What follows belongs to an exercise in optimizing a design on an open flow for small area; a production flow would make more cautious choices.
The RTL was checked by simulation tests, not by an equivalence proof against the original design.

## north
==> flow/design.v <==
module mtx_arb #(
    parameter int N = 32
) (
    input wire clk,
    input wire rstn,
    input wire upd,
    input  wire [N-1:0] req,
    output wire [N-1:0] gnt
);
    reg  [N-1:0] bhd [N];      
    wire [N-1:0] ahd [N];      
    wire [N-1:0] mv;           
    genvar i, j;
    generate
        for (i = 0; i < N; ++i) begin : gen_row
            for (j = 0; j < N; ++j) begin : gen_col
                if (j > i) begin : g_hi
                    assign ahd[i][j] = bhd[i][j];
                end else if (j < i) begin : g_lo
                    assign ahd[i][j] = ~bhd[j][i];
                end else begin : g_dg
                    assign ahd[i][j] = 1'b0;
                end
            end
            assign gnt[i] = req[i] & ~(|(req & ahd[i]));
            assign mv[i]  = upd & gnt[i];
        end
        for (i = 0; i < N; ++i) begin : gen_ff_row
            for (j = i + 1; j < N; ++j) begin : gen_ff
                always @(posedge clk or negedge rstn) begin
                    if (~rstn) bhd[i][j] <= 1'b0;
                    else bhd[i][j] <= mv[i] | (bhd[i][j] & ~mv[j]);
                end
            end
        end
    endgenerate
endmodule
Settings: LEC_CHECK=0, CAP_MARGIN=20, CORE_MARGIN=2, CORE_UTILIZATION=35, SLEW_MARGIN=20; clock period 6.0 ns.
run.sh (not shown) runs the stock make flow with config.mk's settings and CLKGATE_MAP_FILE= SYNTH_SCRIPT=/design/flow/synth_recipe.tcl, a recipe that flattens the netlist after the stock synthesis.
What south does differently from north at the input level:
==> flow/design.v <==
module mtx_arb #(
    parameter int N = 32
) (
    input wire clk,
    input wire rstn,
    input wire upd,
    input  wire [N-1:0] req,
    output wire [N-1:0] gnt
);
    localparam int W = 5;   
    reg  [W-1:0] rank [N];
    wire [N-1:0] cand [W+1];
    wire [W-1:0] gr;       
    assign cand[W] = req;
    genvar b, k;
    generate
        for (b = W - 1; b >= 0; --b) begin : gen_elim
            wire [N-1:0] zero_here;
            for (k = 0; k < N; ++k) begin : gen_z
                assign zero_here[k] = cand[b+1][k] & ~rank[k][b];
            end
            assign gr[b] = ~(|zero_here);
            for (k = 0; k < N; ++k) begin : gen_c
                assign cand[b][k] = cand[b+1][k] & (~rank[k][b] | gr[b]);
            end
        end
    endgenerate
    assign gnt = cand[0];
    wire any = |req;
    generate
        for (k = 0; k < N; ++k) begin : gen_rank
            wire behind = rank[k] > gr;
            always @(posedge clk or negedge rstn) begin
                if (~rstn) begin
                    rank[k] <= W'(k);
                end else if (upd & any) begin
                    if (gnt[k]) rank[k] <= W'(N - 1);
                    else if (behind) rank[k] <= rank[k] - 1'b1;
                end
            end
        end
    endgenerate
endmodule
## What came out
south finished every stage; the final checks, however, were not passed, the failures being negative setup slack. Total routing resource utilization after global routing ends up lower on south. Run comparison: north highest metal layer used by the detailed router met5; south highest metal layer used by the detailed router met4. Summary: with north as the reference, summed area of non-filler cells in the final layout in south moved down by more than 10%. Non-clock buffer count grows by more than 100% when moving from north to south. Going from north to south, met3 usage in global routing shrinks by 3.8 points. Fmax | south vs north | south slower. Summary — cell count along the critical path, south relative to north: higher, by 34. Die area: lower on south. Number of tap cells added at floorplan: south vs north down 343.

--- another note on this design; it stands on its own ---

== v16 ==
Design mtx_arb, start of the top module:
module mtx_arb #(
    parameter int N = 32
) (
    input wire clk,
    input wire rstn,
    input wire upd,
    input  wire [N-1:0] req,
    output wire [N-1:0] gnt
);
    localparam int W  = 5;    
    localparam int S  = 8;    
    localparam int G  = 4;    
    reg  [W-1:0] rank [N];
    reg  [S-1:0] bhd  [N];    
    wire [N-1:0] gw;          
    wire [G-1:0] gany;        
    wire [W-1:0] wr [G];      
    wire [G-1:0] gwin;        
    wire [W-1:0] gr;          
    wire [N-1:0] mv;
    genvar k, b, g, h;
    generate
        for (k = 0; k < N; ++k) begin : gen_gw
            localparam int KG = k / S;
            localparam int KS = k % S;
            wire [S-1:0] ahd;
            for (b = 0; b < S; ++b) begin : gen_a
                if (b > KS) begin : g_hi
                    assign ahd[b] = bhd[k][b];
                end else if (b < KS) begin : g_lo
                    assign ahd[b] = ~bhd[KG*S+b][KS];
                end else begin : g_dg
                    assign ahd[b] = 1'b0;
                end
            end
            assign gw[k] = req[k] & ~(|(req[KG*S +: S] & ahd));
        end
        for (g = 0; g < G; ++g) begin : gen_grp
            assign gany[g] = |req[g*S +: S];
            for (b = 0; b < W; ++b) begin : gen_wr
                wire [S-1:0] t;
  ...
Settings: LEC_CHECK=0, CAP_MARGIN=20, CORE_MARGIN=2, CORE_UTILIZATION=35, CTS_BUF_LIST=sky130_fd_sc_hd__clkbuf_4 sky130_fd_sc_hd__clkbuf_8, CTS_CLUSTER_SIZE=30, GPL_TIMING_DRIVEN=0, SETUP_SLACK_MARGIN=0.1, SLEW_MARGIN=20; clock period 6.0 ns.
run.sh (not shown) runs the stock make flow with config.mk's settings and CLKGATE_MAP_FILE= SYNTH_SCRIPT=/design/flow/synth_recipe.tcl, a recipe that flattens the netlist after the stock synthesis.
## Diff of input files: v5 against v16
Settings: SETUP_SLACK_MARGIN removed (was 0.1); CTS_BUF_LIST changed from sky130_fd_sc_hd__clkbuf_4 sky130_fd_sc_hd__clkbuf_8 to sky130_fd_sc_hd__clkbuf_8 sky130_fd_sc_hd__clkbuf_16; CTS_CLUSTER_SIZE removed (was 30).
### Flow results
- [compare] base=v16 new=v5: sequential fraction of total cell area shows an increase of 0.53 points; final cell count now smaller; share of flip-flops with an asynchronous set or reset after synthesis barely changed; critical path depth went down 1.
- The transition time at the pin with the least slew margin in v5 sits 4.4 ps above the value recorded for v16.
> inputs changed (v5 -> v11)
Settings: PLACE_DENSITY now 0.45, previously not set; CTS_BUF_LIST no longer set, was sky130_fd_sc_hd__clkbuf_8 sky130_fd_sc_hd__clkbuf_16.
### Flow results
- v11 completed end to end with timing, DRC and antenna clean.
- Diff v5..v11 | normalized max-slew margin | negligible
- Between v11 and v5, largest net degree at the start of global routing is lower for v11, v5 comes in above that.
- When v11 is measured against v5, its worst slack at placement turns out 47 ps lower.
- Of the two values seen for worst-path cell with the longest stage delay, sky130_fd_sc_hd__or3_2 was produced by v5 and sky130_fd_sc_hd__or3_4 by v11.
--- input diff v11..v54 ---
Settings: a deleted PLACE_DENSITY that had been 0.45.
## What came out
- Compared with v11, in v54 worst setup slack grew by 21 ps; area of the core held steady; weighted congestion reported at the end of routability-driven placement grew by 3.2%.
- Looking at number of cell instances on the worst register-to-register path across v54 and v11, the one that comes out higher is v11.
- Taking v11 as the reference, in v54 initial core utilization ~0 delta, final-layout worst hold slack -5.2 ps, routed wire length -6.3%.
- A uppermost signal routing layer after detailed routing of met5 is what v54 shows, while met4 belongs to v11.

==> static timing again, ports no longer ideal <==
Ports are ideal in the flow. The routed layouts listed here were re-timed in OpenROAD. Step 1 sets driving cells, clkbuf_16 on the clock port and buf_2 on the other inputs (assumed; they add their load-dependent delay and slew). Step 2 moves the port delays by t, midway between the first and last clock arrival at a register: inputs arrive t later, outputs are due t later. That takes back most of the time a late clock gives input paths. Slacks: ideal ports / drivers / drivers and shift; pairs: ideal ports / drivers.
| run | t (ns) | slack for setup (ns) | worst register clock-pin slew, ns | worst data-port slew with drivers (ns) | pins driven straight from the clock port |
|---|---|---|---|---|---|
| north | 0.705 | 0.223 / 0.198 / 0.198 | 0.07 / 0.07 | 0.08 | 1 |
| south | 0.511 | -3.994 / -4.027 / -4.027 | 0.08 / 0.08 | 0.06 | 1 |
| v16 | 0.678 | 0.180 / 0.157 / -0.456 | 0.07 / 0.07 | 0.06 | 1 |
| v5 | 0.597 | 0.091 / 0.072 / -0.430 | 0.07 / 0.07 | 0.06 | 1 |
| v11 | 0.608 | 0.072 / 0.053 / -0.377 | 0.06 / 0.06 | 0.05 | 1 |
| v54 | 0.598 | 0.093 / 0.074 / -0.432 | 0.07 / 0.07 | 0.06 | 1 |
With both steps, setup timing fails in v16, v5, v11 and v54, where it was met with ideal ports. For v16, which loses most, drivers alone change the setup slack by -0.023 ns; drivers and shift together by -0.636 ns.
